This is an optimization exercise on Yosys and OpenROAD, whose aim is small area and a short achievable clock period, not a production implementation.
RTL that was checked went through simulation tests only; none was proved equivalent to the original.
No functional check of the RTL was part of run 5.
Power figures rest on the tool's default switching activity, not on a simulated workload.

`flow/flow/run.sh`:
```
#!/bin/bash
export BUFFER_PORTS_ARGS="-buffer_cell sky130_fd_sc_hd__buf_2"
bash standard.sh ADDER_MAP_FILE= SETUP_SLACK_MARGIN=12.3 finish > standard.log 2>&1
```
`flow/standard.sh`:
```
#!/bin/bash
# synth_recipe.tcl (not shown) runs the flow's synth.tcl, then flattens the netlist and writes it again
# the make line also repeats each setting of config.mk as NAME=value (left out here)
make -C /OpenROAD-flow-scripts/flow DESIGN_CONFIG=/design/flow/config.mk WORK_HOME=/design/flow/orfs CLKGATE_MAP_FILE= SYNTH_SCRIPT=/design/flow/synth_recipe.tcl "${@:-finish}"
```
`flow/config.mk`:
```
export PLATFORM = sky130hd
export DESIGN_NAME = System
export DESIGN_NICKNAME = System
export VERILOG_FILES = /design/flow/design.v
export SDC_FILE = /design/flow/constraint.sdc
export NUM_CORES = 4
export LEC_CHECK = 0
export CAP_MARGIN = 20
export CORE_MARGIN = 2
export CORE_UTILIZATION = 60
export SLEW_MARGIN = 20
```
`flow/constraint.sdc`:
```
create_clock -name core_clock -period 17.0 [get_ports {CLK}]
set_input_delay 3.4000 -clock core_clock [delete_from_list [all_inputs] [get_ports {CLK}]]
set_output_delay 3.4000 -clock core_clock [all_outputs]
set_load 0.01 [all_outputs]
```
`flow/design.v`:
```
`timescale 1ns / 1ps
module NextMux(S, A, B, Y);
	input S;
	input [34:0] A, B;
	output [34:0] Y;
	assign Y = S ? A : B;
endmodule
module Check(n0, n1, n2, n3, n4, e0, e1, e2, e3, e4, q02, q34, q1, top, ptop);
	input [6:0] n0, n1, n2, n3, n4, e0, e1, e2, e3, e4;
	output q02, q34, q1, top, ptop;
	function eqk9;
		input [8:0] x, y, kc;
		reg [8:0] c;
		begin
			c = (x & y) | ((x | y) & ~kc);
			eqk9 = (x ^ y ^ kc) == {c[7:0], 1'b0};
		end
	endfunction
	function [6:0] addk7;
		input [6:0] x, kc;
		integer k;
		reg c;
		begin
			c = 1'b0;
			for (k = 0; k < 7; k = k + 1) begin
				addk7[k] = x[k] ^ kc[k] ^ c;
				c = (x[k] & kc[k]) | (c & (x[k] | kc[k]));
			end
		end
	endfunction
	function eqsum8;
		input [7:0] x, y, z;
		reg [7:0] k;
		begin
			k = (x & y) | ((x ^ y) & ~z);
			eqsum8 = (x ^ y ^ z) == {k[6:0], 1'b0};
		end
	endfunction
	wire v = (eqsum8({1'b0, e2}, 8'd2, {1'b0, e0}) | eqsum8({1'b0, e2}, 8'd163, {1'b0, e0})) &
	         (eqsum8({1'b0, e4}, 8'd1, {1'b0, e3}) | eqsum8({1'b0, e4}, 8'd162, {1'b0, e3}));
	assign ptop = (e0 == 7'd0) & (e1 == 7'd94) & (e2 == 7'd93) & (e3 == 7'd2) & (e4 == 7'd1);
	wire [6:0] h1 = e1[0] ? {1'b0, e1[6:1]} : addk7({1'b0, e1[6:1]}, 7'd47);
	wire [6:0] ne2 = ~e2;
	wire [6:0] a02 = n0 ^ n2 ^ ne2;
	wire [6:0] b02 = (n0 & n2) | (n0 & ne2) | (n2 & ne2);
	assign q02 = eqk9({2'b0, a02}, {1'b0, b02, 1'b0}, {1'b0, ~a02[0], 1'b1, a02[0], 4'b1111, a02[0]});
	wire [6:0] ne4 = ~e4;
	wire [6:0] a34 = n3 ^ n4 ^ ne4;
	wire [6:0] b34 = (n3 & n4) | (n3 & ne4) | (n4 & ne4);
	wire s34 = a34[0];
	wire hi3 = (n3[6:2] == 5'b10111) & (n3[1] ^ n3[0]);
	wire hi4 = (n4[6:2] == 5'b10111) & (n4[1] ^ n4[0]);
	wire x34 = hi3 & hi4 & (e4[6:1] == 6'd0) & (e4[0] ? (n3[1] & n4[1]) : (n3[1] ^ n4[1]));
	assign q34 = eqk9({2'b0, a34}, {1'b0, b34, 1'b0}, {1'b0, s34, 1'b1, ~s34, 2'b11, ~s34, s34, s34}) | x34;
	assign q1 = v & (n1 == h1);
	assign top = (n0 == 7'd94) & (n1 == 7'd94) & (n2 == 7'd94) & (n3 == 7'd94) & (n4 == 7'd94);
endmodule
module System(RESET, CLK, ENCRYPTED, PASSWD_INIT, FLAG, FOUND, TXD);
	input RESET;
	input CLK;
	input [0:39] ENCRYPTED;
	input [0:39] PASSWD_INIT;
	output FLAG;
	output FOUND;
	output TXD;
	function [6:0] inc7;
		input [6:0] x;
		input c;
		integer k;
		reg t;
		begin
			t = c;
			for (k = 0; k < 7; k = k + 1) begin
				inc7[k] = x[k] ^ t;
				t = t & x[k];
			end
		end
	endfunction
	wire [6:0] e0 = ENCRYPTED[1:7];
	wire [6:0] e1 = ENCRYPTED[9:15];
	wire [6:0] e2 = ENCRYPTED[17:23];
	wire [6:0] e3 = ENCRYPTED[25:31];
	wire [6:0] e4 = ENCRYPTED[33:39];
	wire [34:0] init = {PASSWD_INIT[1:7], PASSWD_INIT[9:15], PASSWD_INIT[17:23], PASSWD_INIT[25:31], PASSWD_INIT[33:39]};
	reg rst_q;
	always @(posedge CLK) rst_q <= RESET;
	reg [6:0] p0, p1, p2, p3, p4;
	reg f02, f34, f1;
	wire found = f02 & f34 & f1;
	wire w4 = p4 == 7'd94;
	wire w3 = p3 == 7'd94;
	wire w2 = p2 == 7'd94;
	wire w1 = p1 == 7'd94;
	wire top = w4 & w3 & w2 & w1 & (p0 == 7'd94);
	wire stop = found | top;
	wire c4 = !stop;
	wire c3 = c4 & w4;
	wire c2 = c3 & w3;
	wire c1 = c2 & w2;
	wire c0 = c1 & w1;
	wire [6:0] i4 = (c3) ? 7'd0 : inc7(p4, c4);
	wire [6:0] i3 = (c2) ? 7'd0 : inc7(p3, c3);
	wire [6:0] i2 = (c1) ? 7'd0 : inc7(p2, c2);
	wire [6:0] i1 = (c0) ? 7'd0 : inc7(p1, c1);
	wire [6:0] i0 = inc7(p0, c0);
	wire [34:0] n;
	NextMux nm(.S(RESET), .A(init), .B({i0, i1, i2, i3, i4}), .Y(n));
	wire [6:0] n0 = n[34:28];
	wire [6:0] n1 = n[27:21];
	wire [6:0] n2 = n[20:14];
	wire [6:0] n3 = n[13:7];
	wire [6:0] n4 = n[6:0];
	wire q02, q34, q1, topN, ptop;
	Check ck(.n0(n0), .n1(n1), .n2(n2), .n3(n3), .n4(n4), .e0(e0), .e1(e1), .e2(e2), .e3(e3), .e4(e4),
		.q02(q02), .q34(q34), .q1(q1), .top(topN), .ptop(ptop));
	reg [14:0] hx;
	reg hb15;
	wire hz = hx[13:0] == 14'd0;
	reg fle, flh;
	always @(posedge CLK) begin
		p0 <= n0; p1 <= n1; p2 <= n2; p3 <= n3; p4 <= n4;
		f02 <= q02; f34 <= q34;
		f1 <= q1;
		hx <= rst_q ? 15'd4 : {hx[13:0], hx[14] ^ hx[13] ^ hz};
		hb15 <= rst_q ? 1'b0 : hb15 ^ (hz & !hx[14]);
		fle <= topN & !ptop;
		flh <= hb15 & !rst_q & !RESET;
	end
	assign FOUND = found;
	assign FLAG = fle | flh;
	reg [8:0] ph;     
	reg [3:0] j;
	reg [2:0] b;
	reg txd;
	wire slot_end = ph == 9'd118;
	wire done = b == 3'd6;
	wire [8:0] phn = {ph[7:0], ph[8] ^ ph[4]};
	always @(posedge CLK) begin
		ph <= !stop ? 9'd1 : rst_q ? 9'd2 : slot_end ? 9'd1 : phn;
		if (rst_q) begin
			j <= 4'd6;
			b <= 3'd0;
		end else if (stop && slot_end) begin
			j <= (j == 4'd0) ? 4'd6 : {j[3] ^ (&j[2:0]), j[2] ^ (&j[1:0]), j[1] ^ j[0], ~j[0]};
			if (j == 4'd0 && !done) b <= {b[2] ^ (&b[1:0]), b[1] ^ b[0], ~b[0]};
		end
	end
	wire [7:0] bs = {1'b1, p0[j[2:0]], p1[j[2:0]], p2[j[2:0]], p3[j[2:0]], p4[j[2:0]], 2'b11};
	wire dbit = (j[2:0] == 3'd7) ? (b == 3'd0 || b >= 3'd6) : bs[3'd7 - b];
	wire low = !done & ((j == 4'd7) | (j[3] & !dbit));
	always @(posedge CLK) txd <= RESET | rst_q | !low;
	assign TXD = txd;
endmodule
```
==> results of run 1 <==
## through the flow
stage / setup WS, ns / hold slack (ns) / instances
after floorplan: 11.61 / 0.415 / 731
after global placement: 10.15 / 0.428 / 907
after detailed placement: 10.11 / 0.435 / 907
after CTS: 11.58 / 0.459 / 941
after global routing: 11.51 / 0.474 / 948
final: 11.58 / 0.457 / 948
## report_power, final
group / switching, mW / internal (mW)
Sequential: 0.0177 / 0.183
Clock: 0.0759 / 0.0705
Combinational: 0.0928 / 0.0826
## kinds of logic (layout without fill, tap and decap cells)
kind of cell,count (synthesis),count (layout)
XOR/XNOR,62,62
buffers and inverters,65,149
AO/OA/AOI/OAI,167,167
flip-flops,74,74
adder cells (fa/ha/maj),6,6
AND/OR/NAND/NOR,327,327
multiplexers,30,30
## placed cells by master (no fill, tap or decap), types with 5 or more instances in the layout
| master | count |
|---|---|
| or2_2 | 7 |
| clkbuf_8 | 9 |
| xnor2_2 | 5 |
| nor2b_1 | 25 |
| nor3_1 | 20 |
| nand2b_1 | 12 |
| buf_4 | 21 |
| o31a_1 | 7 |
| xor2_1 | 25 |
| nand3_1 | 20 |
| xnor2_1 | 30 |
| o22ai_1 | 5 |
| and4_1 | 6 |
| and3_1 | 9 |
| mux4_2 | 5 |
| o31ai_1 | 6 |
| nor4b_1 | 5 |
| nand2_1 | 62 |
| nand4_1 | 20 |
| a31oi_1 | 6 |
| o21ai_0 | 25 |
| nor2_1 | 52 |
| a21oi_1 | 34 |
| o21a_1 | 6 |
| dfxtp_1 | 74 |
| mux2i_1 | 19 |
| o211ai_1 | 9 |
| and2_1 | 10 |
| buf_2 | 71 |
| inv_1 | 29 |
| nor3b_1 | 8 |
| nor4_1 | 17 |
| or3_1 | 6 |
## sequential cells by signal, summed over array words and instances, names as in the netlist, 3 cells and up
signal  count
ph          9
j           4
p0          7
p2          7
p1          7
p3          7
hx         15
p4          7
b           3
## final cells by class
type / instances / area share
Sequential cell: 74 / 0.207
Timing Repair Buffer: 100 / 0.0954
Timing Repair inverter: 1 / 0.00105
Multi-Input combinational cell: 592 / 0.626
Tap cell: 133 / 0.0232
Clock inverter: 7 / 0.0117
Inverter: 32 / 0.0178
Clock buffer: 9 / 0.0173
## synth_stat cells (all sizes together) (9+ instances only)
cell type / n
nand3: 23
o21ai: 34
a31oi: 9
clkbuf: 24
buf: 9
o211ai: 11
inv: 32
xnor2: 35
and3: 9
mux2i: 21
nand2b: 14
nand4: 20
nor3: 26
nor2: 56
nor3b: 10
o31ai: 12
xor2: 25
nand2: 66
a21oi: 37
nor4: 21
nor2b: 26
and2: 12
dfxtp: 74
## critical path, delay by kind of cell
family	cells	cell delay [ns]
multiplexers	1	0.27
AO/OA/AOI/OAI	4	0.57
XOR/XNOR	1	0.39
buffers and inverters	3	0.41
adder cells (fa/ha/maj)	1	0.39
AND/OR/NAND/NOR	1	0.31
## repair_timing
| item | 4_1_cts | 5_1_grt |
|---|---|---|
| gates cloned | 4 | 0 |
| pin swaps | 19 | 13 |
| resized for setup | 40 | 24 |
| hold buffers | 0 | 0 |
| endpoints found under the setup margin | 22 | 4 |
| setup buffers | 14 | 7 |
## per-layer routing
layer  up-vias  part of all wire  GRT usage
met5         -                 0          0
met1      2873              0.42      0.423
met3        43             0.071     0.0414
met4         0             0.022      0.106
met2       276              0.49      0.552
li1       2869                 -          -
## path summary, 6_finish.rpt
path                      endpoint  slack, ns  depth (start not counted)
setup / recovery       f34$_DFF_P_      11.58                         11
hold / removal    ph[2]$_SDFF_PP0_       0.46                          1
hold reg to reg   ph[2]$_SDFF_PP0_       0.46                          1
setup reg to reg       f34$_DFF_P_      13.09                         11
==> flow_metrics.py, run 1 <==
metrics = {
    "status": {
        "outcome": "complete, no violations",
    },
    "timing": {
        "min_period_ns": 5.42,
        "tns_ns": 0,
        "rsz0062_at_grt": "yes",
        "skew_ns": 0.0130,
        "relSlewSlack": 0.422,
        "setup_violations": 0,
        "tightest_slew_ns": 0.866,
        "period_share": 0.319,
        "drv_slew": 0,
        "hold_viol": 0,
        "max_freq_ghz": 0.184,
    },
    "drt": {
        "ant_nets": 0,
        "vias": 6061,
        "wl_per_cell_um": 18.1,
        "drt_iter0_markers": 473,
        "drt_wl_total_um": 17100,
        "vias_per_cell": 6.39,
        "dr.pass1.iters": 5,
        "drc_errors": 0,
    },
    "synthesis": {
        "synth_mux_area_frac": 0.0626,
        "yosysTopAreaCell": "dfxtp_1",
        "synth.area.top_cells": "dfxtp_1 25%, xnor2_1 5.1%, nand2_1 4.2%",
        "synth_top_family_by_area": "simple AND/OR/NAND/NOR gates",
        "syn-cell-area_um2": 5880,
        "synth_async_sr_flop_share": 0,
        "synth_top_area_frac": 0.252,
        "synth_compound_area_frac": 0.215,
        "seq_area_frac_synth": 0.252,
        "synthSimpleGateAreaFrac": 0.318,
        "synth_xor_area_frac": 0.0988,
        "synth_flop_cell": "dfxtp_1",
        "synth_edf_count": 0,
        "synth_cell_types": 96,
        "synth_nets": 813,
        "ys_seq_elements": 74,
        "synthCells": 731,
        "syn_avg_cell_area_um2": 8.04,
        "post_synth_fa_ha_maj_area_fraction": 0.0106,
        "yosys_warnings": 2,
    },
    "final_layout": {
        "multiInputGateArea_um2": 4480,
        "ff_latch_area_um2": 1480,
        "nets": 892,
        "n_antenna_cell": 0,
        "final_area_um2": 7160,
        "drive_gt1_frac": 0.270,
        "num-fill-cells": 789,
        "area_growth_syn_to_layout_pct": 21.8,
        "final_core_util": 0.743,
    },
    "place": {
        "numPortBuffers": 74,
        "gp_congestion": 0.938,
        "dpl-instance-area_um2": 6380,
        "dpl.hpwl_um": 12000,
    },
    "setup_path": {
        "r2r_start": "p1[2]$_DFF_P_",
        "startpoint": "RESET",
        "critPathMaxStageDelay_ns": 0.39,
        "required_ns": 17.32,
        "critical_path_class": "primary input to register",
        "worst_setup_path_end_kind": "register",
        "cp.arrival_ns": 5.74,
        "critPathMaxFanout": 7,
        "critPathSlowestCell": "xnor2_2",
        "crit_chain": "buf_12, buf_12, buf_4, nor4_2, a221oi_2, xnor2_2, maj3_2, mux2i_4, a221oi_2, a21oi_1, o211a_1",
        "worstSetupStartpointType": "primary input",
    },
    "clock_network": {
        "cts_tree": "built",
        "cts_inserted_buffers": 9,
        "clk_latency_ns": 0.38,
        "htreeDepth": 3,
        "clk_pin_slew_ns": 0.09,
        "cts-root-buf": "clkbuf_8",
        "cts.sinks": 74,
        "cts_max_path_buffers": 2,
    },
    "min_path": {
        "min_from": "ph[1]$_SDFF_PN0_",
        "hp-class": "register to register",
    },
    "die": {
        "die-area_um2": 10600,
        "die_x_um": 103,
        "pin_count": 85,
        "initial_core_util": 0.610,
        "die_y_um": 103,
        "rows": 36,
        "core_um2": 9640,
    },
    "global_route": {
        "grt_pass1_wl_um": 26900,
        "antenna_found_initial": 0,
        "grt_usage": 0.323,
        "grt_pass1_vias": 5606,
        "grt_max_degree": 30,
        "grt-ovfl-total": 0,
    },
    "power_and_ir_drop": {
        "power_uw": 523,
        "p_per_area_nw_per_um2": 73.0,
        "peakVddDrop_v": 0.0000386,
        "power.leakage_nw": 2.74,
    },
    "job": {
        "drv_cap": 0,
    },
}
==> run 2, diff against run 1 <==
==> flow/flow/run.sh (replaced) <==
#!/bin/bash
export BUFFER_PORTS_ARGS="-buffer_cell sky130_fd_sc_hd__buf_2"
bash standard.sh SETUP_SLACK_MARGIN=11.6 finish > standard.log 2>&1
==> flow_metrics.py, run 2 <==
metrics = {
    "timing": {
        "tns_ns": 0,
        "relSlewSlack": 0.425,
        "min_period_ns": 5.37,
        "setup_violations": 0,
        "drv_slew": 0,
        "tightest_slew_ns": 0.861,
        "hold_ws_ns": 0.448,
        "skew_ns": 0.0135,
        "max_freq_ghz": 0.186,
        "hold_viol": 0,
        "period_share": 0.316,
        "rsz0062_at_grt": "yes",
    },
    "synthesis": {
        "synth_async_sr_flop_share": 0,
        "synth_cell_types": 71,
        "synth_nets": 748,
        "syn_avg_cell_area_um2": 9.39,
        "synthCells": 576,
        "seq_area_frac_synth": 0.274,
        "syn-cell-area_um2": 5410,
        "ys_seq_elements": 74,
        "yosysTopAreaCell": "dfxtp_1",
        "synth_flop_cell": "dfxtp_1",
        "synth.area.top_cells": "dfxtp_1 27%, ha_1 17%, fa_1 5.9%",
        "synth_top_area_frac": 0.274,
        "synth_edf_count": 0,
        "yosys_warnings": 2,
        "ys_top_cells_by_count": "74 x dfxtp_1, 74 x ha_1, 63 x inv_1, 53 x nand2_1, 29 x xnor2_1",
    },
    "place": {
        "gp_congestion": 0.925,
        "numPortBuffers": 74,
        "dpl.hpwl_um": 9880,
    },
    "setup_path": {
        "worstSetupStartpointType": "primary input",
        "crit_chain": "buf_6, buf_16, o21a_4, fa_2, inv_2, fa_1, xor2_1, nand3_1, nor4_2, a31o_1",
        "critical_path_class": "primary input to register",
        "r2r_start": "p2[0]$_DFF_P_",
        "critPathMaxFanout": 9,
        "cp_num_buf_inv": 3,
        "critPathSlowestCell": "fa_2",
        "critical-path-top-delay-family": "adder cells",
        "cp.arrival_ns": 5.67,
        "critPathMaxStageDelay_ns": 0.62,
        "reg2reg_to": "f34$_DFF_P_",
        "required_ns": 17.29,
        "worst_setup_path_end_kind": "register",
        "reg2regPathDepth": 18,
        "r2r_setup_slack_ns": 11.87,
    },
    "clock_network": {
        "cts_tree": "built",
        "clk_pin_slew_ns": 0.08,
        "cts_max_path_buffers": 2,
        "cts-root-buf": "clkbuf_8",
        "clk_latency_ns": 0.35,
        "cts.sinks": 74,
        "cts_inserted_buffers": 9,
        "postCtsHoldBufs": 0,
        "htreeDepth": 3,
    },
    "drt": {
        "dr.pass1.iters": 5,
        "drt_wl_total_um": 12700,
        "drc_errors": 0,
        "vias": 4479,
        "vias_per_cell": 5.86,
        "drt_iter0_markers": 272,
        "ant_nets": 0,
        "wl_per_cell_um": 16.6,
    },
    "min_path": {
        "hold_depth": 1,
        "hp-class": "register to register",
        "hold_path_end": "hx[2]$_SDFF_PP1_",
        "min_from": "hx[1]$_SDFF_PP0_",
    },
    "die": {
        "die_x_um": 99.0,
        "rows": 34,
        "die-area_um2": 9800,
        "pin_count": 85,
        "core_um2": 8720,
        "die_y_um": 99.0,
        "initial_core_util": 0.621,
    },
    "global_route": {
        "grt-ovfl-total": 0,
        "grt_pass1_wl_um": 20800,
        "antenna_found_initial": 0,
        "grt_usage": 0.266,
        "grt_max_degree": 38,
        "grt_pass1_vias": 4470,
    },
    "final_layout": {
        "multiInputGateArea_um2": 3680,
        "num-fill-cells": 686,
        "largest_registers": "hx: 15 flops, ph: 9 flops",
        "drive_gt1_frac": 0.226,
        "area_growth_syn_to_layout_pct": 16.6,
        "nets": 823,
        "ff_latch_area_um2": 1480,
        "final_common_cell": "dfxtp_1",
        "final_core_util": 0.723,
        "n_antenna_cell": 0,
        "largest_register": "hx",
        "layout_common_cells": "74 x dfxtp_1, 73 x buf_2, 71 x ha_1",
        "largest_reg_flops": 15,
    },
    "power_and_ir_drop": {
        "power.leakage_nw": 2.97,
        "peakVddDrop_v": 0.0000494,
        "power_uw": 513,
        "p_per_area_nw_per_um2": 81.3,
    },
    "job": {
        "drv_cap": 0,
    },
    "status": {
        "outcome": "complete, no violations",
    },
}
-- run 2: changes by cell type after synthesis, sizes merged, moves of 14 or more --
cell	before	now
nand4	20	6
fa	0	16
nor2	56	20
ha	0	74
a21oi	37	5
nor3	26	9
inv	32	63
-- run 2: final cells by class --
type | instances | share of cell area
tap | 108 | 0.0214
timing repair buffer | 81 | 0.0811
inverter | 63 | 0.0375
sequential | 74 | 0.235
clock buffer | 10 | 0.0202
multi-input combinational | 422 | 0.583
clock inverter | 6 | 0.0218
-- run 2: logic make-up (layout without fill, tap and decap cells) --
group,count (synthesis),after routing,share of synthesized area
buffers and inverters,80,160,0.0638
AND/OR/NAND/NOR,187,187,0.194
AO/OA/AOI/OAI,73,73,0.0973
flip-flops,74,74,0.274
XOR/XNOR,47,47,0.0761
multiplexers,24,24,0.0631
adder cells (fa/ha/maj),91,91,0.232
-- run 2: timing repair --
action                     4_1_cts  5_1_grt
buffers inserted                 2        1
setup endpoints to repair        4        3
gates cloned                     3        0
pin swaps                        5        3
resized for setup               18       16
-- run 2: worst max-delay path by stage --
stage               startpoint     endpoint  slack, ns  cells after the start
finish                   RESET  f34$_DFF_P_      11.63                     10
global route             RESET  f34$_DFF_P_      11.50                     11
CTS                      RESET  f34$_DFF_P_      11.62                     12
detailed placement       RESET  f34$_DFF_P_      10.64                     11
global placement         RESET  f34$_DFF_P_      10.65                     11
floorplan                RESET  f34$_DFF_P_      11.10                     12
-- run 2: worst register-to-register path: stages (launching register included) --
cell,delay (ns)
dfxtp_1,0.33
nand4b_1,0.20
or4_1,0.69
o311ai_4,0.48
inv_1,0.17
ha_1,0.22
ha_1,0.20
ha_1,0.19
ha_1,0.19
ha_1,0.19
ha_1,0.30
nand2_1,0.06
o21ai_1,0.23
fa_1,0.48
fa_1,0.58
xor2_1,0.15
nand3_1,0.10
nor4_2,0.19
a31o_1,0.13
-- run 2: report_power, final --
group	internal (mW)	switching, mW	leakage, nW
Sequential	0.183	0.00896	0.611
Clock	0.113	0.0678	0.131
Combinational	0.0677	0.0715	2.23
-- run 2: stage by stage --
stage / instance area (um2) / cells / setup WS (ns)
final: 6310 / 764 / 11.63
after global routing: 6310 / 764 / 11.50
after CTS: 6260 / 763 / 11.62
after detailed placement: 5830 / 742 / 10.64
after global placement: 5830 / 742 / 10.65
after floorplan: 5450 / 576 / 11.10
-- run 2: routing by layer --
| metal | GRT usage | share of wire |
|---|---|---|
| met5 | 0 | 0 |
| met4 | 0.0643 | 0.017 |
| met3 | 0.0418 | 0.052 |
| met2 | 0.484 | 0.51 |
| met1 | 0.328 | 0.42 |
==> run 3, diff against run 2 <==
==> flow/flow/run.sh (replaced) <==
#!/bin/bash
export BUFFER_PORTS_ARGS="-buffer_cell sky130_fd_sc_hd__buf_2"
bash standard.sh SETUP_SLACK_MARGIN=12.3 finish > standard.log 2>&1
--- a/flow/config.mk
+++ b/flow/config.mk
@@ -10,2 +10,4 @@
 export CORE_UTILIZATION = 60
 export SLEW_MARGIN = 20
+export SYNTH_HIERARCHICAL = 1
+export SYNTH_MINIMUM_KEEP_SIZE = 0
==> flow_metrics.py, run 3 <==
metrics = {
    "timing": {
        "relSlewSlack": 0.401,
        "skew_ns": 0.0137,
        "min_period_ns": 5.41,
        "setup_violations": 0,
        "rsz0062_at_grt": "yes",
        "max_freq_ghz": 0.185,
        "period_share": 0.318,
        "tns_ns": 0,
        "tightest_slew_ns": 0.897,
        "hold_viol": 0,
        "setup_ws_ns": 11.59,
        "drv_slew": 0,
    },
    "final_layout": {
        "n_antenna_cell": 0,
        "final_common_cell": "dfxtp_1",
        "layout_common_cells": "74 x dfxtp_1, 73 x buf_2, 71 x ha_1",
        "nets": 806,
        "final_cells": 748,
        "largest_registers": "hx: 15 flops, ph: 9 flops",
        "area_growth_syn_to_layout_pct": 15.7,
        "final_core_util": 0.707,
        "largest_register": "hx",
        "drive_gt1_frac": 0.284,
        "num-fill-cells": 744,
        "largest_reg_flops": 15,
        "final_area_um2": 6440,
    },
    "setup_path": {
        "required_ns": 17.24,
        "cp.arrival_ns": 5.65,
        "worstSetupStartpointType": "primary input",
        "critical_path_class": "primary input to register",
        "critPathMaxFanout": 7,
        "worst_setup_path_end_kind": "register",
    },
    "drt": {
        "dr.pass1.iters": 4,
        "vias_per_cell": 5.61,
        "drc_errors": 0,
        "ant_nets": 0,
        "wl_per_cell_um": 16.5,
        "vias": 4198,
        "drt_wl_total_um": 12300,
        "drt_iter0_markers": 107,
    },
    "synthesis": {
        "ys_top_cells_by_count": "74 x dfxtp_1, 74 x ha_1, 66 x inv_1, 30 x mux2_4, 25 x and2_1",
        "yosys_warnings": 8,
        "synth_edf_count": 0,
        "synth_nets": 720,
        "seq_area_frac_synth": 0.266,
        "synthCells": 546,
        "synth_async_sr_flop_share": 0,
        "syn-cell-area_um2": 5570,
        "synth_top_area_frac": 0.266,
        "synth_flop_cell": "dfxtp_1",
        "ys_seq_elements": 74,
        "yosysTopAreaCell": "dfxtp_1",
        "synth.area.top_cells": "dfxtp_1 27%, ha_1 17%, mux2_4 8.1%",
        "syn_avg_cell_area_um2": 10.2,
        "synth_cell_types": 61,
    },
    "global_route": {
        "grt_max_degree": 28,
        "grt_pass1_wl_um": 20400,
        "antenna_found_initial": 0,
        "grt_usage": 0.262,
        "grt-ovfl-total": 0,
        "grt_pass1_vias": 4323,
    },
    "power_and_ir_drop": {
        "peakVddDrop_v": 0.0000353,
        "p_per_area_nw_per_um2": 75.0,
        "power.leakage_nw": 3.06,
    },
    "clock_network": {
        "cts_inserted_buffers": 9,
        "postCtsHoldBufs": 0,
        "htreeDepth": 3,
        "cts_max_path_buffers": 2,
        "cts-root-buf": "clkbuf_8",
        "clk_latency_ns": 0.36,
        "clk_pin_slew_ns": 0.08,
        "cts.sinks": 74,
        "cts_tree": "built",
    },
    "place": {
        "dpl-instance-area_um2": 6040,
        "post-place-ws_ns": 10.79,
        "placedCellCount": 720,
        "dpl.hpwl_um": 9740,
        "gp_congestion": 0.838,
        "numPortBuffers": 74,
    },
    "die": {
        "rows": 35,
        "initial_core_util": 0.612,
        "pin_count": 85,
        "die_y_um": 100,
        "die-area_um2": 10100,
        "die_x_um": 100,
        "core_um2": 9110,
    },
    "min_path": {
        "hp-class": "register to register",
    },
    "status": {
        "outcome": "complete, no violations",
    },
    "job": {
        "drv_cap": 0,
    },
}
[run 3: changes by cell type after synthesis, moves of 9 or more]
cell | previous run | this run
nand2_1 | 53 | 14
and2_1 | 10 | 25
xnor2_1 | 29 | 17
o21ai_0 | 25 | 9
mux2_4 | 0 | 30
nand4_1 | 6 | 15
[run 3: per-layer routing]
layer / track usage / wire [um] / up-vias
li1: - / - / 2080
met1: 0.318 / 5330 / 1984
met2: 0.458 / 6200 / 113
met3: 0.0585 / 539 / 21
met4: 0.0875 / 282 / 0
met5: 0 / 0 / -
[run 3: logic make-up (layout without fill, tap and decap cells)]
kind of cell               after synthesis  count (layout)  synth area share
and+or+nand+nor                        169             169             0.186
adders and majority gates               92              92             0.231
buffers and inverters                   79             170            0.0645
DFF                                     74              74             0.266
muxes                                   53              53             0.137
xor gates and xnor gates                40              40            0.0629
AOI/OAI and AO/OA                       39              39            0.0528
[run 3: through the flow]
step                hold slack, ns  power [mW]
floorplan                    0.415       0.312
global placement             0.420       0.345
detailed placement           0.453       0.350
CTS                          0.464       0.485
global route                 0.487       0.519
finish                       0.466       0.483
[run 3: what timing repair did]
item	CTS	global route
gates resized for setup	21	5
cloned	2	0
setup buffers	9	1
pin swaps	15	5
hold endpoints to repair	0	0
setup endpoints to repair	5	5
[run 3: area by class of cell]
cell class / count / area, um2 / share of cell area
multi-input combinational: 393 / 3830 / 0.594
sequential: 74 / 1480 / 0.230
inverter: 67 / 274 / 0.0425
tap: 111 / 139 / 0.0216
clock buffer: 11 / 141 / 0.0219
clock inverter: 5 / 37.5 / 0.00583
timing repair buffer: 87 / 539 / 0.0837
[run 3: per-module statistics from Yosys, one instance, submodules excluded]
module | area [um2] | copies in the design | cells inside | flops+latches
NextMux | 578 | 1 | 39 | 0
System | 3260 | 1 | 301 | 74
Check | 1740 | 1 | 206 | 0
[run 3: power breakdown]
| part | total [mW] | internal, mW | switching [mW] |
|---|---|---|---|
| clock | 0.125 | 0.0577 | 0.0674 |
| combinational | 0.161 | 0.0834 | 0.0778 |
| sequential | 0.197 | 0.186 | 0.0114 |
[run 3: path summary, 6_finish.rpt]
check	from	to	slack, ns	depth (start not counted)
max	RESET	f34$_DFF_P_	11.59	9
max reg2reg	p4[5]$_DFF_P_	f34$_DFF_P_	12.03	18
min	hx[4]$_SDFF_PP0_	hx[5]$_SDFF_PP0_	0.47	1
min reg2reg	hx[4]$_SDFF_PP0_	hx[5]$_SDFF_PP0_	0.47	1
[run 3: critical path, cell delays in order]
cell and delay (ns):
buf_12 0.11, buf_12 0.14, mux2_4 0.32, inv_4 0.06, fa_2 0.47, buf_6 0.14, fa_1 0.44, xor2_1 0.16
o41ai_2 0.40
==> run 4, diff against run 3 <==
--- a/flow/config.mk
+++ b/flow/config.mk
@@ -10,4 +10,2 @@
 export CORE_UTILIZATION = 60
 export SLEW_MARGIN = 20
-export SYNTH_HIERARCHICAL = 1
-export SYNTH_MINIMUM_KEEP_SIZE = 0
==> flow_metrics.py, run 4 <==
metrics = {
    "final_layout": {
        "area_growth_syn_to_layout_pct": 18.0,
        "nets": 828,
        "final_core_util": 0.732,
        "largest_register": "hx",
        "largest_reg_flops": 15,
        "drive_gt1_frac": 0.242,
        "num-fill-cells": 665,
        "layout_common_cells": "74 x dfxtp_1, 71 x buf_2, 68 x ha_1",
        "largest_registers": "hx: 15 flops, ph: 9 flops",
        "n_antenna_cell": 0,
        "final_common_cell": "dfxtp_1",
    },
    "synthesis": {
        "synth_cell_types": 71,
        "ys_seq_elements": 74,
        "synth_async_sr_flop_share": 0,
        "synth_flop_cell": "dfxtp_1",
        "yosysTopAreaCell": "dfxtp_1",
        "synthCells": 576,
        "yosys_warnings": 2,
        "ys_top_cells_by_count": "74 x dfxtp_1, 74 x ha_1, 63 x inv_1, 53 x nand2_1, 29 x xnor2_1",
        "synth_nets": 748,
        "synth.area.top_cells": "dfxtp_1 27%, ha_1 17%, fa_1 5.9%",
        "synth_top_area_frac": 0.274,
        "syn-cell-area_um2": 5410,
        "seq_area_frac_synth": 0.274,
        "synth_edf_count": 0,
        "syn_avg_cell_area_um2": 9.39,
    },
    "power_and_ir_drop": {
        "peakVddDrop_v": 0.0000319,
        "power.leakage_nw": 2.97,
        "p_per_area_nw_per_um2": 71.9,
    },
    "clock_network": {
        "cts-root-buf": "clkbuf_8",
        "clk_latency_ns": 0.36,
        "cts_max_path_buffers": 2,
        "cts_inserted_buffers": 9,
        "cts_tree": "built",
        "htreeDepth": 3,
        "cts.sinks": 74,
        "clk_pin_slew_ns": 0.08,
    },
    "die": {
        "die_x_um": 99.0,
        "initial_core_util": 0.621,
        "rows": 34,
        "pin_count": 85,
        "die-area_um2": 9800,
        "core_um2": 8720,
        "die_y_um": 99.0,
    },
    "drt": {
        "drc_errors": 0,
        "wl_per_cell_um": 16.6,
        "vias_per_cell": 5.77,
        "drt_iter0_markers": 205,
        "dr.pass1.iters": 5,
        "ant_nets": 0,
        "vias": 4440,
        "drt_wl_total_um": 12800,
    },
    "job": {
        "drv_cap": 0,
    },
    "timing": {
        "tightest_slew_ns": 0.873,
        "tns_ns": 0,
        "setup_violations": 0,
        "period_share": 0.315,
        "rsz0062_at_grt": "yes",
        "skew_ns": 0.0142,
        "relSlewSlack": 0.417,
        "min_period_ns": 5.36,
        "hold_viol": 0,
        "hold_ws_ns": 0.451,
        "max_freq_ghz": 0.187,
        "drv_slew": 0,
    },
    "setup_path": {
        "required_ns": 17.30,
        "critPathMaxFanout": 9,
        "critical_path_class": "primary input to register",
        "worstSetupStartpointType": "primary input",
        "worst_setup_path_end_kind": "register",
        "cp.arrival_ns": 5.66,
    },
    "status": {
        "outcome": "complete, no violations",
    },
    "global_route": {
        "grt_use_met2": 0.464,
        "grt-ovfl-total": 0,
        "gr-usage-met3": 0.0383,
        "grt_usage": 0.270,
        "antenna_found_initial": 0,
        "grt_pass1_vias": 4481,
        "grt.busiest_layer": "met2",
        "met1_usage": 0.346,
        "grt_pass1_wl_um": 21100,
        "grt_max_degree": 38,
    },
    "min_path": {
        "hp-class": "register to register",
    },
    "place": {
        "gp_congestion": 0.903,
        "dpl.hpwl_um": 9600,
        "numPortBuffers": 74,
    },
}
-- run 4: final timing paths --
path	startpoint	endpoint	slack [ns]	depth (start not counted)
max	RESET	f34$_DFF_P_	11.64	11
min	ph[5]$_SDFF_PP0_	ph[6]$_SDFF_PP0_	0.45	1
max reg2reg	p2[0]$_DFF_P_	f34$_DFF_P_	12.02	18
min reg2reg	ph[5]$_SDFF_PP0_	ph[6]$_SDFF_PP0_	0.45	1
-- run 4: routing by layer --
| metal | part of all wire | vias to the layer above |
|---|---|---|
| met5 | 0 | - |
| met4 | 0.023 | 0 |
| met3 | 0.039 | 27 |
| met2 | 0.50 | 121 |
| met1 | 0.44 | 2114 |
| li1 | - | 2178 |
-- run 4: per-stage QoR --
step | power (mW) | cell area, um2 | std cells | setup WS [ns]
5_1_grt | 0.487 | 6390 | 769 | 11.55
3_5_place_dp | 0.323 | 5830 | 742 | 10.62
3_3_place_gp | 0.318 | 5830 | 742 | 10.62
2_1_floorplan | 0.289 | 5450 | 576 | 11.10
6_report | 0.459 | 6390 | 769 | 11.64
4_1_cts | 0.453 | 6220 | 763 | 11.58
-- run 4: logic make-up after synthesis --
logic type                 after synthesis  synth area share
muxes                                   24            0.0631
xor gates and xnor gates                47            0.0761
AOI/OAI and AO/OA                       73            0.0973
buffers and inverters                   80            0.0638
adders and majority gates               91             0.232
DFF                                     74             0.274
and+or+nand+nor                        187             0.194
-- run 4: where the power goes --
part,internal [mW],total (mW),switching [mW]
logic,0.0713,0.144,0.0726
clock network,0.0532,0.123,0.0695
registers,0.183,0.193,0.00916
total,0.308,0.459,0.151
-- run 4: area by class of cell --
class	instances	area, um2	share of cell area
Timing Repair Buffer	86	597	0.0934
Clock inverter	6	42.5	0.00666
Sequential cell	74	1480	0.232
Clock buffer	10	128	0.0200
Inverter	63	244	0.0382
Tap cell	108	135	0.0212
Multi-Input combinational cell	422	3760	0.589
-- run 4: critical path, cell delays in order --
cell	delay, ns
buf_12	0.12
clkbuf_16	0.16
o21a_1	0.25
fa_2	0.61
inv_2	0.07
fa_2	0.39
xnor2_1	0.14
nor3_2	0.10
nand3_1	0.10
nor4_2	0.18
a31o_1	0.13
-- run 4: repair_timing --
| action | in CTS | in global routing |
|---|---|---|
| hold buffers | 0 | 0 |
| setup buffers | 3 | 4 |
| pin swaps | 10 | 16 |
| gates resized for setup | 35 | 23 |
| endpoints found under the setup margin | 4 | 5 |
| cloned | 2 | 2 |
==> run 5, diff against run 4 <==
--- a/flow/design.v
+++ b/flow/design.v
@@ -6,7 +6,7 @@
 	assign Y = S ? A : B;
 endmodule
-module Check(n0, n1, n2, n3, n4, e0, e1, e2, e3, e4, q02, q34, q1, top, ptop);
+module Check(n0, n1, n2, n3, n4, e0, e1, e2, e3, e4, q02, q34, q1);
 	input [6:0] n0, n1, n2, n3, n4, e0, e1, e2, e3, e4;
-	output q02, q34, q1, top, ptop;
+	output q02, q34, q1;
 	function eqk9;
 		input [8:0] x, y, kc;
@@ -39,5 +39,4 @@
 	wire v = (eqsum8({1'b0, e2}, 8'd2, {1'b0, e0}) | eqsum8({1'b0, e2}, 8'd163, {1'b0, e0})) &
 	         (eqsum8({1'b0, e4}, 8'd1, {1'b0, e3}) | eqsum8({1'b0, e4}, 8'd162, {1'b0, e3}));
-	assign ptop = (e0 == 7'd0) & (e1 == 7'd94) & (e2 == 7'd93) & (e3 == 7'd2) & (e4 == 7'd1);
 	wire [6:0] h1 = e1[0] ? {1'b0, e1[6:1]} : addk7({1'b0, e1[6:1]}, 7'd47);
 	wire [6:0] ne2 = ~e2;
@@ -54,5 +53,4 @@
 	assign q34 = eqk9({2'b0, a34}, {1'b0, b34, 1'b0}, {1'b0, s34, 1'b1, ~s34, 2'b11, ~s34, s34, s34}) | x34;
 	assign q1 = v & (n1 == h1);
-	assign top = (n0 == 7'd94) & (n1 == 7'd94) & (n2 == 7'd94) & (n3 == 7'd94) & (n4 == 7'd94);
 endmodule
 module System(RESET, CLK, ENCRYPTED, PASSWD_INIT, FLAG, FOUND, TXD);
@@ -111,22 +109,19 @@
 	wire [6:0] n3 = n[13:7];
 	wire [6:0] n4 = n[6:0];
-	wire q02, q34, q1, topN, ptop;
+	wire q02, q34, q1;
 	Check ck(.n0(n0), .n1(n1), .n2(n2), .n3(n3), .n4(n4), .e0(e0), .e1(e1), .e2(e2), .e3(e3), .e4(e4),
-		.q02(q02), .q34(q34), .q1(q1), .top(topN), .ptop(ptop));
+		.q02(q02), .q34(q34), .q1(q1));
 	reg [14:0] hx;
 	reg hb15;
 	wire hz = hx[13:0] == 14'd0;
-	reg fle, flh;
 	always @(posedge CLK) begin
 		p0 <= n0; p1 <= n1; p2 <= n2; p3 <= n3; p4 <= n4;
 		f02 <= q02; f34 <= q34;
 		f1 <= q1;
-		hx <= rst_q ? 15'd4 : {hx[13:0], hx[14] ^ hx[13] ^ hz};
+		hx <= rst_q ? 15'd2 : {hx[13:0], hx[14] ^ hx[13] ^ hz};
 		hb15 <= rst_q ? 1'b0 : hb15 ^ (hz & !hx[14]);
-		fle <= topN & !ptop;
-		flh <= hb15 & !rst_q & !RESET;
 	end
 	assign FOUND = found;
-	assign FLAG = fle | flh;
+	assign FLAG = (top & !found) | (hb15 & !rst_q);
 	reg [8:0] ph;     
 	reg [3:0] j;
==> flow_metrics.py, run 5 <==
metrics = {
    "drt": {
        "ant_nets": 0,
        "vias": 4310,
        "drt_wl_total_um": 12200,
        "drt_iter0_markers": 178,
        "vias_per_cell": 5.65,
        "dr.pass1.iters": 5,
        "wl_per_cell_um": 16.0,
        "drc_errors": 0,
    },
    "timing": {
        "hold_viol": 0,
        "max_freq_ghz": 0.187,
        "skew_ns": 0.00553,
        "rsz0062_at_grt": "yes",
        "drv_slew": 0,
        "tns_ns": 0,
        "tightest_slew_ns": 0.729,
        "min_period_ns": 5.34,
        "period_share": 0.314,
        "relSlewSlack": 0.513,
        "setup_violations": 0,
    },
    "synthesis": {
        "yosysTopAreaCell": "dfxtp_1",
        "synth_async_sr_flop_share": 0,
        "synth_flop_cell": "dfxtp_1",
        "synthCells": 567,
        "syn_avg_cell_area_um2": 9.23,
        "synth_nets": 737,
        "synth_top_family_by_area": "adder cells",
        "synth_top_area_frac": 0.275,
        "synth.most_common_cell": "dfxtp_1",
        "post_synth_fa_ha_maj_area_fraction": 0.237,
        "synth.area.top_cells": "dfxtp_1 28%, ha_1 17%, fa_1 6.5%",
        "seq_area_frac_synth": 0.275,
        "synth_compound_area_frac": 0.0937,
        "synth_edf_count": 0,
        "synth_mux_area_frac": 0.0605,
        "synth_xor_area_frac": 0.0887,
        "syn-cell-area_um2": 5230,
        "synth_cell_types": 62,
        "ys_seq_elements": 72,
        "ys_top_cells_by_count": "72 x dfxtp_1, 71 x ha_1, 65 x inv_1, 51 x nand2_1, 29 x xor2_1",
        "yosys_warnings": 2,
        "synthSimpleGateAreaFrac": 0.184,
    },
    "job": {
        "drv_cap": 0,
    },
    "power_and_ir_drop": {
        "peakVddDrop_v": 0.0000404,
        "switching_share": 0.315,
        "power.switching_uw": 154,
        "power_uw": 489,
        "p_clk_frac": 0.310,
        "p_comb_frac": 0.302,
        "p_int_uw": 335,
        "p_per_area_nw_per_um2": 75.7,
        "power.leakage_nw": 3.05,
        "seqPwrFrac": 0.388,
    },
    "die": {
        "initial_core_util": 0.609,
        "pin_count": 85,
        "core_um2": 8590,
        "die_y_um": 97.4,
        "die-area_um2": 9490,
        "rows": 34,
        "die_x_um": 97.4,
    },
    "final_layout": {
        "largest_register": "hx",
        "final_common_cell": "buf_2",
        "n_antenna_cell": 0,
        "largest_registers": "hx: 15 flops, ph: 9 flops",
        "area_growth_syn_to_layout_pct": 23.5,
        "drive_gt1_frac": 0.270,
        "layout_common_cells": "70 x buf_2, 62 x dfxtp_1, 61 x ha_1",
        "nets": 820,
        "multiInputGateArea_um2": 3770,
        "num-fill-cells": 621,
        "ff_latch_area_um2": 1450,
        "final_cells": 763,
        "largest_reg_flops": 15,
    },
    "clock_network": {
        "cts.sinks": 72,
        "clk_pin_slew_ns": 0.08,
        "postCtsHoldBufs": 0,
        "clk_latency_ns": 0.35,
        "cts_max_path_buffers": 2,
        "cts-root-buf": "clkbuf_8",
        "htreeDepth": 3,
        "cts_tree": "built",
        "cts_inserted_buffers": 9,
    },
    "place": {
        "dpl.hpwl_um": 8950,
        "gp_congestion": 0.885,
        "numPortBuffers": 74,
        "placedCellCount": 733,
    },
    "setup_path": {
        "crit_chain": "buf_12, bufbuf_16, o21a_1, fa_2, inv_2, fa_1, xor2_1, nand3_1, o2bb2ai_2",
        "reg2reg_to": "f02$_DFF_P_",
        "r2r_setup_slack_ns": 12.07,
        "startpoint": "RESET",
        "worstSetupStartpointType": "primary input",
        "critical-path-top-delay-family": "adder cells",
        "cp_num_buf_inv": 3,
        "critPathSlowestCell": "fa_2",
        "worst_setup_path_end_kind": "register",
        "critPathMaxStageDelay_ns": 0.58,
        "path_depth": 9,
        "reg2regPathDepth": 18,
        "r2r_start": "p2[0]$_DFF_P_",
        "crit_path_end": "f34$_DFF_P_",
        "critPathMaxFanout": 6,
        "critical_path_class": "primary input to register",
        "required_ns": 17.28,
        "cp.arrival_ns": 5.62,
    },
    "global_route": {
        "grt_pass1_wl_um": 20700,
        "grt_pass1_vias": 4353,
        "grt-ovfl-total": 0,
        "grt_max_degree": 32,
        "antenna_found_initial": 0,
        "grt_usage": 0.270,
    },
    "min_path": {
        "hp-class": "register to register",
    },
    "status": {
        "outcome": "complete, no violations",
    },
}
[run 5: metrics by stage]
stage | area [um2] | hold slack, ns | util | setup WS, ns
after floorplan | 5350 | 0.416 | - | 11.29
after global placement | 5750 | 0.429 | 0.669 | 10.53
after detailed placement | 5750 | 0.435 | 0.669 | 10.51
after CTS | 6410 | 0.458 | 0.746 | 11.74
after global routing | 6470 | 0.477 | 0.752 | 11.63
final | 6470 | 0.456 | 0.752 | 11.66
[run 5: cells by family after synthesis]
kind of cell             after synthesis
AND/OR/NAND/NOR                      177
multiplexers                          23
AO/OA/AOI/OAI                         70
adder cells (fa/ha/maj)               89
buffers and inverters                 83
XOR/XNOR                              53
flip-flops                            72
[run 5: worst min path at each step]
stage | from | endpoint | slack [ns] | cells after the start
after floorplan | hx[0]$_SDFF_PP0_ | hx[1]$_SDFF_PP1_ | 0.42 | 1
after global placement | ph[6]$_SDFF_PP0_ | ph[7]$_SDFF_PP0_ | 0.43 | 1
after detailed placement | ph[5]$_SDFF_PP0_ | ph[6]$_SDFF_PP0_ | 0.44 | 1
after CTS | ph[6]$_SDFF_PP0_ | ph[7]$_SDFF_PP0_ | 0.46 | 1
after global routing | hx[0]$_SDFF_PP0_ | hx[1]$_SDFF_PP1_ | 0.48 | 1
final | hx[0]$_SDFF_PP0_ | hx[1]$_SDFF_PP1_ | 0.46 | 1
[run 5: power groups by stage]
stage	Clock, mW	Sequential (mW)	Combinational [mW]
floorplan	0	0.189	0.0975
global placement	0	0.192	0.122
detailed placement	0	0.192	0.128
CTS	0.153	0.189	0.143
global route	0.161	0.191	0.165
finish	0.152	0.190	0.148
[run 5: layer usage]
layer / vias to the layer above / global-route usage / wire [um]
met5: - / 0 / 0
met4: 0 / 0.0908 / 334
met3: 33 / 0.0489 / 535
met2: 124 / 0.442 / 5740
met1: 2031 / 0.361 / 5560
li1: 2122 / - / -
[run 5: what timing repair did]
item,CTS,global route
resized for setup,57,13
buffers inserted,11,0
gates cloned,3,0
pin swaps,29,8
endpoints found under the setup margin,5,4
[run 5: layout make-up]
type / count / area share
Tap cell: 108 / 0.0209
Sequential cell: 72 / 0.225
Clock inverter: 6 / 0.0143
Timing Repair Buffer: 89 / 0.0948
Multi-Input combinational cell: 412 / 0.583
Inverter: 66 / 0.0426
Clock buffer: 10 / 0.0197
[run 5: worst reg2reg max path, cell delays in order (launching register included)]
cell and delay [ns]:
dfxtp_1 0.33, nand4b_4 0.20, buf_4 0.16, or4_4 0.54, or4b_1 0.67, inv_1 0.31
ha_1 0.21, ha_1 0.14, ha_1 0.14, ha_1 0.15, ha_1 0.15, ha_1 0.22
mux2_2 0.29, xnor2_1 0.19, xnor2_1 0.17, fa_1 0.46, xnor2_1 0.17, nand3_1 0.13
nor4_4 0.20
==> run 6, diff against run 5 <==
--- a/flow/design.v
+++ b/flow/design.v
@@ -29,14 +29,10 @@
 		end
 	endfunction
-	function eqsum8;
-		input [7:0] x, y, z;
-		reg [7:0] k;
-		begin
-			k = (x & y) | ((x ^ y) & ~z);
-			eqsum8 = (x ^ y ^ z) == {k[6:0], 1'b0};
-		end
-	endfunction
-	wire v = (eqsum8({1'b0, e2}, 8'd2, {1'b0, e0}) | eqsum8({1'b0, e2}, 8'd163, {1'b0, e0})) &
-	         (eqsum8({1'b0, e4}, 8'd1, {1'b0, e3}) | eqsum8({1'b0, e4}, 8'd162, {1'b0, e3}));
+	wire [6:0] ne2x = ~e2;
+	wire [6:0] ne4x = ~e4;
+	wire s0 = e0[0] ^ ne2x[0];
+	wire s3 = e3[0] ^ ne4x[0];
+	wire v = eqk9({2'b0, e0}, {2'b0, ne2x}, {1'b0, s0, 1'b0, ~s0, 3'b000, ~s0, s0}) &
+	         eqk9({2'b0, e3}, {2'b0, ne4x}, {1'b0, ~s3, 1'b0, s3, 4'b0000, s3});
 	wire [6:0] h1 = e1[0] ? {1'b0, e1[6:1]} : addk7({1'b0, e1[6:1]}, 7'd47);
 	wire [6:0] ne2 = ~e2;
==> flow_metrics.py, run 6 <==
metrics = {
    "status": {
        "outcome": "complete, no violations",
    },
    "synthesis": {
        "seq_area_frac_synth": 0.285,
        "ys_top_cells_by_count": "72 x dfxtp_1, 63 x ha_1, 60 x inv_1, 49 x nand2_1, 32 x nor2_1",
        "yosysTopAreaCell": "dfxtp_1",
        "synth.area.top_cells": "dfxtp_1 29%, ha_1 16%, fa_1 8.3%",
        "synth_async_sr_flop_share": 0,
        "synth_nets": 704,
        "yosys_warnings": 2,
        "ys_seq_elements": 72,
        "synth.most_common_cell": "dfxtp_1",
        "synth_top_area_frac": 0.285,
        "synthCells": 538,
        "synth_edf_count": 0,
        "syn_avg_cell_area_um2": 9.39,
        "synth_cell_types": 57,
        "syn-cell-area_um2": 5050,
        "synth_flop_cell": "dfxtp_1",
    },
    "job": {
        "drv_cap": 0,
    },
    "setup_path": {
        "reg2reg_to": "f34$_DFF_P_",
        "worst_setup_path_end_kind": "register",
        "cp.arrival_ns": 5.61,
        "reg2regPathDepth": 21,
        "required_ns": 17.29,
        "critPathMaxFanout": 5,
        "worstSetupStartpointType": "primary input",
        "critical_path_class": "primary input to register",
        "r2r_start": "p1[0]$_DFF_P_",
        "r2r_setup_slack_ns": 12.13,
    },
    "power_and_ir_drop": {
        "p_comb_frac": 0.322,
        "power.leakage_nw": 2.91,
        "p_per_area_nw_per_um2": 74.5,
        "seqPwrFrac": 0.408,
        "p_int_uw": 312,
        "switching_share": 0.326,
        "power.switching_uw": 151,
        "peakVddDrop_v": 0.0000409,
        "p_clk_frac": 0.270,
    },
    "timing": {
        "setup_violations": 0,
        "rsz0062_at_grt": "yes",
        "max_freq_ghz": 0.188,
        "min_period_ns": 5.32,
        "setup_ws_ns": 11.68,
        "drv_slew": 0,
        "relSlewSlack": 0.514,
        "period_share": 0.313,
        "hold_ws_ns": 0.442,
        "skew_ns": 0.0155,
        "hold_viol": 0,
        "tns_ns": 0,
        "tightest_slew_ns": 0.727,
    },
    "global_route": {
        "antenna_found_initial": 0,
        "grt_pass1_vias": 4079,
        "grt_usage": 0.275,
        "grt_pass1_wl_um": 19000,
        "grt-ovfl-total": 0,
        "grt_max_degree": 33,
    },
    "drt": {
        "vias_per_cell": 5.56,
        "wl_per_cell_um": 16.1,
        "drc_errors": 0,
        "ant_nets": 0,
        "drt_iter0_markers": 161,
        "dr.pass1.iters": 5,
        "drt_wl_total_um": 11800,
        "vias": 4084,
    },
    "clock_network": {
        "cts_tree": "built",
        "htreeDepth": 3,
        "cts_max_path_buffers": 2,
        "cts.sinks": 72,
        "cts_inserted_buffers": 9,
        "postCtsHoldBufs": 0,
        "cts-root-buf": "clkbuf_8",
        "clk_latency_ns": 0.36,
        "clk_pin_slew_ns": 0.08,
    },
    "min_path": {
        "hold_path_end": "ph[2]$_SDFF_PP0_",
        "min_from": "ph[1]$_SDFF_PN0_",
        "hold_depth": 1,
        "hp-class": "register to register",
    },
    "die": {
        "die_y_um": 95.7,
        "rows": 33,
        "initial_core_util": 0.618,
        "die-area_um2": 9170,
        "core_um2": 8180,
        "pin_count": 85,
        "die_x_um": 95.7,
    },
    "final_layout": {
        "n_antenna_cell": 0,
        "final_common_cell": "buf_2",
        "largest_register": "hx",
        "layout_common_cells": "71 x buf_2, 64 x dfxtp_1, 60 x ha_1",
        "drive_gt1_frac": 0.295,
        "nets": 791,
        "area_growth_syn_to_layout_pct": 22.9,
        "largest_registers": "hx: 15 flops, ph: 9 flops",
        "largest_reg_flops": 15,
    },
    "place": {
        "numPortBuffers": 74,
        "dpl.hpwl_um": 8680,
        "post-place-ws_ns": 10.72,
        "gp_congestion": 0.885,
    },
}
-- run 6: changes by cell type in the layout (fill, tap and decap cells not counted), sizes merged, moves of 5 or more --
cell / change
mux2i: +5
inv: -5
buf: +8
nand3: -15
nor2: +9
xor2: -13
ha: -8
-- run 6: layer usage --
metal	vias up	global-route usage	routed length, um
li1	2022	-	-
met1	1908	0.354	5180
met2	128	0.452	5680
met3	26	0.0439	574
met4	0	0.129	358
met5	-	0	0
-- run 6: power by group through the flow --
stage          clock (mW)  combinational [mW]  sequential, mW
6_report            0.125               0.149           0.189
2_1_floorplan           0              0.0926           0.189
3_5_place_dp            0               0.121           0.192
4_1_cts             0.127               0.138           0.188
3_3_place_gp            0               0.117           0.192
5_1_grt             0.134               0.167           0.190
-- run 6: worst max path at each step --
stage,from,to,slack [ns],depth (start not counted)
after floorplan,RESET,f34$_DFF_P_,11.11,12
after global routing,RESET,f34$_DFF_P_,11.54,11
after detailed placement,RESET,f34$_DFF_P_,10.72,10
after CTS,ENCRYPTED[23],f1$_DFF_P_,11.65,10
after global placement,RESET,f34$_DFF_P_,10.78,10
final,RESET,f34$_DFF_P_,11.68,11
-- run 6: cells by family after synthesis --
group	synth area share
AO/OA/AOI/OAI	0.0862
XOR/XNOR	0.0728
adder cells (fa/ha/maj)	0.239
buffers and inverters	0.0607
flip-flops	0.285
multiplexers	0.0771
AND/OR/NAND/NOR	0.178
-- run 6: what timing repair did --
action / 4_1_cts / 5_1_grt
cloned: 4 / 0
buffers inserted: 11 / 5
gates resized for setup: 47 / 33
pin swaps: 22 / 24
endpoints found under the setup margin: 9 / 4
-- run 6: area by class of cell --
cell class | count | area (um2)
multi-input combinational | 387 | 3550
clock buffer | 11 | 141
clock inverter | 5 | 38.8
tap | 105 | 131
fill | 575 | 1970
inverter | 60 | 229
timing repair buffer | 95 | 664
sequential | 72 | 1450
-- run 6: critical path, cell delays in order --
cell and delay (ns):
buf_12 0.11, buf_12 0.13, buf_6 0.10, o21ai_4 0.07
fa_1 0.56, inv_2 0.05, fa_2 0.57, xor2_1 0.17
nand3_1 0.11, nor4_2 0.22, a21o_1 0.11
-- run 6: stage by stage --
stage | std cells | util | cell area [um2] | power (mW)
floorplan | 538 | - | 5120 | 0.281
global placement | 699 | 0.673 | 5500 | 0.309
detailed placement | 699 | 0.673 | 5500 | 0.313
CTS | 730 | 0.740 | 6050 | 0.453
global route | 735 | 0.759 | 6210 | 0.491
finish | 735 | 0.759 | 6210 | 0.463
==> run 7, diff against run 6 <==
==> flow/flow/run.sh (replaced) <==
#!/bin/bash
export BUFFER_PORTS_ARGS="-buffer_cell sky130_fd_sc_hd__buf_2"
bash standard.sh SETUP_SLACK_MARGIN=11.6 finish > standard.log 2>&1
==> flow_metrics.py, run 7 <==
metrics = {
    "status": {
        "outcome": "complete, no violations",
    },
    "setup_path": {
        "r2r_setup_slack_ns": 11.87,
        "reg2reg_to": "f34$_DFF_P_",
        "critical_path_class": "primary input to register",
        "cp.arrival_ns": 5.73,
        "worstSetupStartpointType": "primary input",
        "crit_path_end": "f34$_DFF_P_",
        "required_ns": 17.30,
        "r2r_start": "p1[0]$_DFF_P_",
        "critPathMaxFanout": 7,
        "reg2regPathDepth": 19,
        "worst_setup_path_end_kind": "register",
        "startpoint": "RESET",
    },
    "drt": {
        "wl_per_cell_um": 16.2,
        "drt_wl_total_um": 11700,
        "dr.pass1.iters": 5,
        "drt_iter0_markers": 145,
        "vias_per_cell": 5.60,
        "vias": 4063,
        "ant_nets": 0,
        "drc_errors": 0,
    },
    "timing": {
        "tns_ns": 0,
        "tightest_slew_ns": 0.906,
        "skew_ns": 0.00840,
        "max_freq_ghz": 0.184,
        "setup_violations": 0,
        "relSlewSlack": 0.395,
        "rsz0062_at_grt": "yes",
        "min_period_ns": 5.43,
        "hold_viol": 0,
        "period_share": 0.319,
        "drv_slew": 0,
    },
    "synthesis": {
        "synth_top_area_frac": 0.285,
        "synth_edf_count": 0,
        "yosys_warnings": 2,
        "seq_area_frac_synth": 0.285,
        "synth_cell_types": 57,
        "ys_seq_elements": 72,
        "syn_avg_cell_area_um2": 9.39,
        "ys_top_cells_by_count": "72 x dfxtp_1, 63 x ha_1, 60 x inv_1, 49 x nand2_1, 32 x nor2_1",
        "syn-cell-area_um2": 5050,
        "yosysTopAreaCell": "dfxtp_1",
        "synth.most_common_cell": "dfxtp_1",
        "synth_flop_cell": "dfxtp_1",
        "synth_nets": 704,
        "synth.area.top_cells": "dfxtp_1 29%, ha_1 16%, fa_1 8.3%",
        "synth_async_sr_flop_share": 0,
        "synthCells": 538,
    },
    "clock_network": {
        "cts.sinks": 72,
        "cts_max_path_buffers": 2,
        "clk_pin_slew_ns": 0.08,
        "cts_inserted_buffers": 9,
        "cts-root-buf": "clkbuf_8",
        "clk_latency_ns": 0.36,
        "postCtsHoldBufs": 0,
        "cts_tree": "built",
        "htreeDepth": 3,
    },
    "place": {
        "dpl-instance-area_um2": 5490,
        "placedCellCount": 699,
        "numPortBuffers": 74,
        "gp_congestion": 0.858,
        "dpl.hpwl_um": 8820,
    },
    "global_route": {
        "grt_pass1_wl_um": 18900,
        "met1_usage": 0.356,
        "grt.busiest_layer": "met2",
        "gr-usage-met3": 0.0446,
        "grt_max_degree": 33,
        "grt-ovfl-total": 0,
        "antenna_found_initial": 0,
        "grt_usage": 0.272,
        "grt_use_met2": 0.470,
        "grt_pass1_vias": 3979,
    },
    "final_layout": {
        "largest_reg_flops": 15,
        "final_core_util": 0.735,
        "final_area_um2": 6010,
        "largest_register": "hx",
        "layout_common_cells": "72 x dfxtp_1, 72 x buf_2, 61 x ha_1",
        "final_cells": 726,
        "num-fill-cells": 633,
        "largest_registers": "hx: 15 flops, ph: 9 flops",
        "n_antenna_cell": 0,
        "drive_gt1_frac": 0.238,
        "nets": 782,
        "area_growth_syn_to_layout_pct": 19.0,
    },
    "die": {
        "die_x_um": 95.7,
        "core_um2": 8180,
        "die_y_um": 95.7,
        "initial_core_util": 0.618,
        "pin_count": 85,
        "die-area_um2": 9170,
        "rows": 33,
    },
    "min_path": {
        "min_from": "hx[0]$_SDFF_PP0_",
        "hp-class": "register to register",
    },
    "power_and_ir_drop": {
        "peakVddDrop_v": 0.0000604,
        "p_per_area_nw_per_um2": 82.0,
        "power_uw": 493,
        "power.leakage_nw": 2.87,
    },
    "job": {
        "drv_cap": 0,
    },
}
-- run 7: per-stage QoR --
stage	hold slack [ns]	setup WS, ns
after floorplan	0.416	11.11
after detailed placement	0.432	10.71
after global routing	0.477	11.49
after CTS	0.452	11.61
final	0.450	11.57
after global placement	0.433	10.75
-- run 7: what timing repair did --
item                                    4_1_cts  5_1_grt
resized for setup                            12       23
endpoints found under the setup margin        3        3
endpoints found under the hold margin         0        0
pin swaps                                     9       11
setup buffers                                 1        7
gates cloned                                  2        1
-- run 7: final cells by class --
| cell class | count | area (um2) | area share |
|---|---|---|---|
| Tap cell | 105 | 131 | 0.0219 |
| Timing Repair Buffer | 86 | 557 | 0.0927 |
| Inverter | 60 | 225 | 0.0375 |
| Sequential cell | 72 | 1440 | 0.240 |
| Multi-Input combinational cell | 387 | 3400 | 0.566 |
| Clock buffer | 9 | 124 | 0.0206 |
| Clock inverter | 7 | 128 | 0.0212 |
-- run 7: how the worst min path moves through the flow --
| stage | slack (ns) | depth (start not counted) | endpoint |
|---|---|---|---|
| 3_5_place_dp | 0.43 | 1 | hx[1]$_SDFF_PP1_ |
| 6_report | 0.45 | 1 | hx[1]$_SDFF_PP1_ |
| 3_3_place_gp | 0.43 | 1 | ph[7]$_SDFF_PP0_ |
| 4_1_cts | 0.45 | 1 | hx[1]$_SDFF_PP1_ |
| 2_1_floorplan | 0.42 | 1 | hx[1]$_SDFF_PP1_ |
| 5_1_grt | 0.48 | 1 | ph[6]$_SDFF_PP0_ |
-- run 7: cells by family (layout without fill, tap and decap cells) --
kind of cell / after synthesis / count (layout) / share of synthesized area
buffers and inverters: 79 / 162 / 0.0607
AOI/OAI and AO/OA: 64 / 64 / 0.0862
and+or+nand+nor: 167 / 167 / 0.178
DFF: 72 / 72 / 0.285
adders and majority gates: 84 / 84 / 0.239
xor gates and xnor gates: 42 / 42 / 0.0728
muxes: 30 / 30 / 0.0771
-- run 7: critical path, stage by stage --
cell and delay [ns]:
buf_6 0.12, buf_12 0.15, o21a_4 0.22, fa_2 0.59, inv_2 0.06, fa_1 0.49, xor2_1 0.16, nand3_1 0.12
nor4_2 0.30, a21o_1 0.12
-- run 7: metal layers --
metal | part of all wire | vias to the layer above
met5 | 0 | -
met4 | 0.010 | 0
met3 | 0.046 | 11
met2 | 0.50 | 107
met1 | 0.45 | 1945
li1 | - | 2000
-- run 7: report_power, final --
part / switching, mW / total [mW] / internal (mW) / leakage (nW)
logic: 0.0681 / 0.134 / 0.0659 / 2.15
clock network: 0.0705 / 0.170 / 0.0995 / 0.126
registers: 0.00999 / 0.189 / 0.179 / 0.595
==> run 8, diff against run 7 <==
==> flow/flow/run.sh (replaced) <==
#!/bin/bash
export BUFFER_PORTS_ARGS="-buffer_cell sky130_fd_sc_hd__buf_2"
bash standard.sh SETUP_SLACK_MARGIN=11.0 finish > standard.log 2>&1
==> flow_metrics.py, run 8 <==
metrics = {
    "final_layout": {
        "final_area_um2": 5740,
        "ff_latch_area_um2": 1440,
        "drive_gt1_frac": 0.191,
        "largest_register": "hx",
        "num-fill-cells": 650,
        "multiInputGateArea_um2": 3300,
        "area_growth_syn_to_layout_pct": 13.6,
        "n_antenna_cell": 0,
    },
    "setup_path": {
        "cp.arrival_ns": 6.05,
        "r2r_setup_slack_ns": 11.90,
        "critical_path_class": "primary input to register",
        "critPathMaxFanout": 65,
        "worst_setup_path_end_kind": "register",
        "required_ns": 17.30,
        "crit_chain": "buf_2, buf_6, nand2_1, o21a_1, fa_1, inv_1, fa_1, nor3_1, nand3_1, nor4_1, a21o_1",
        "reg2reg_to": "f34$_DFF_P_",
        "crit_path_frequent_cell": "fa_1",
        "r2r_start": "p1[0]$_DFF_P_",
        "worstSetupStartpointType": "primary input",
        "crit_path_end": "f34$_DFF_P_",
        "critPathSlowestCell": "fa_1",
    },
    "drt": {
        "wl_per_cell_um": 14.6,
        "drt_iter0_markers": 156,
        "dr.pass1.iters": 5,
        "drt_wl_total_um": 10500,
    },
    "synthesis": {
        "synth.most_common_cell": "dfxtp_1",
        "yosys_warnings": 2,
        "yosysTopAreaCell": "dfxtp_1",
        "synth_xor_area_frac": 0.0728,
        "synth_async_sr_flop_share": 0,
        "synth_nets": 704,
        "synth_top_area_frac": 0.285,
        "syn-cell-area_um2": 5050,
        "ys_seq_elements": 72,
        "synthCells": 538,
        "synthSimpleGateAreaFrac": 0.178,
        "synth_edf_count": 0,
        "synth_cell_types": 57,
        "ys_top_cells_by_count": "72 x dfxtp_1, 63 x ha_1, 60 x inv_1, 49 x nand2_1, 32 x nor2_1",
        "synth.area.top_cells": "dfxtp_1 29%, ha_1 16%, fa_1 8.3%",
        "post_synth_fa_ha_maj_area_fraction": 0.239,
    },
    "die": {
        "pin_count": 85,
        "die_y_um": 95.7,
        "rows": 33,
        "die_x_um": 95.7,
    },
    "status": {
        "outcome": "complete, no violations",
    },
    "timing": {
        "hold_ws_ns": 0.443,
        "skew_ns": 0.0114,
        "rsz0062_at_grt": "no",
        "relSlewSlack": 0.504,
        "tns_ns": 0,
        "drv_slew": 0,
        "period_share": 0.339,
        "max_freq_ghz": 0.174,
        "tightest_slew_ns": 0.743,
    },
    "clock_network": {
        "cts-root-buf": "clkbuf_8",
        "cts_max_path_buffers": 2,
        "cts.sinks": 72,
        "postCtsHoldBufs": 0,
        "clk_latency_ns": 0.36,
        "htreeDepth": 3,
    },
    "global_route": {
        "grt_pass1_vias": 3805,
        "antenna_found_initial": 0,
        "grt_pass1_wl_um": 17600,
        "grt_max_degree": 66,
    },
    "power_and_ir_drop": {
        "peakVddDrop_v": 0.0000418,
        "p_per_area_nw_per_um2": 83.2,
    },
    "place": {
        "dpl-instance-area_um2": 5490,
        "numPortBuffers": 74,
        "gp_congestion": 0.818,
    },
    "min_path": {
        "hp-class": "register to register",
    },
}
[run 8: how the worst min path moves through the flow]
stage | slack (ns) | cells after the start | from | endpoint
4_1_cts | 0.45 | 1 | hx[0]$_SDFF_PP0_ | hx[1]$_SDFF_PP1_
3_3_place_gp | 0.43 | 1 | hx[0]$_SDFF_PP0_ | hx[1]$_SDFF_PP1_
6_report | 0.44 | 1 | hx[0]$_SDFF_PP0_ | hx[1]$_SDFF_PP1_
3_5_place_dp | 0.43 | 1 | hx[0]$_SDFF_PP0_ | hx[1]$_SDFF_PP1_
2_1_floorplan | 0.42 | 1 | hx[0]$_SDFF_PP0_ | hx[1]$_SDFF_PP1_
5_1_grt | 0.47 | 1 | ph[5]$_SDFF_PP0_ | ph[6]$_SDFF_PP0_
[run 8: repair_timing]
action	in CTS	in global routing
setup endpoints to repair	0	1
gates resized for setup	0	1
setup buffers	0	0
[run 8: cell families after synthesis]
| logic type | count (synthesis) |
|---|---|
| adders and majority gates | 84 |
| buffers and inverters | 79 |
| DFF | 72 |
| muxes | 30 |
| AOI/OAI and AO/OA | 64 |
| xor gates and xnor gates | 42 |
| and+or+nand+nor | 167 |
[run 8: critical path: cells and delay by family]
family                   cells  cell delay, ns
adder cells (fa/ha/maj)      2            1.08
AO/OA/AOI/OAI                2            0.32
buffers and inverters        3            0.57
AND/OR/NAND/NOR              4            0.66
[run 8: final cells by class]
cell class	count	area share
Timing Repair Buffer	76	0.0678
Clock inverter	7	0.0218
Inverter	60	0.0392
Sequential cell	72	0.251
Tap cell	105	0.0229
Multi-Input combinational cell	387	0.575
Clock buffer	9	0.0216
[run 8: per-stage QoR]
step                      utilization  cells  total power, mW  setup WS [ns]
final                           0.702    716            0.478          11.24
after global routing            0.702    716            0.508          11.09
after CTS                       0.701    716            0.482          11.10
after detailed placement        0.671    700            0.313          10.74
after global placement          0.671    700            0.308          10.90
after floorplan                     -    538            0.280          11.02
[run 8: power breakdown]
part           leakage [nW]  switching, mW  internal [mW]  total (mW)
clock                 0.125         0.0708         0.0993       0.170
sequential            0.595        0.00835          0.179       0.187
combinational          2.04         0.0620         0.0584       0.120
[run 8: routing by layer]
| layer | track usage | part of all wire |
|---|---|---|
| met1 | 0.335 | 0.46 |
| met2 | 0.418 | 0.49 |
| met3 | 0.0454 | 0.046 |
| met4 | 0.0821 | 0.0074 |
| met5 | 0 | 0 |
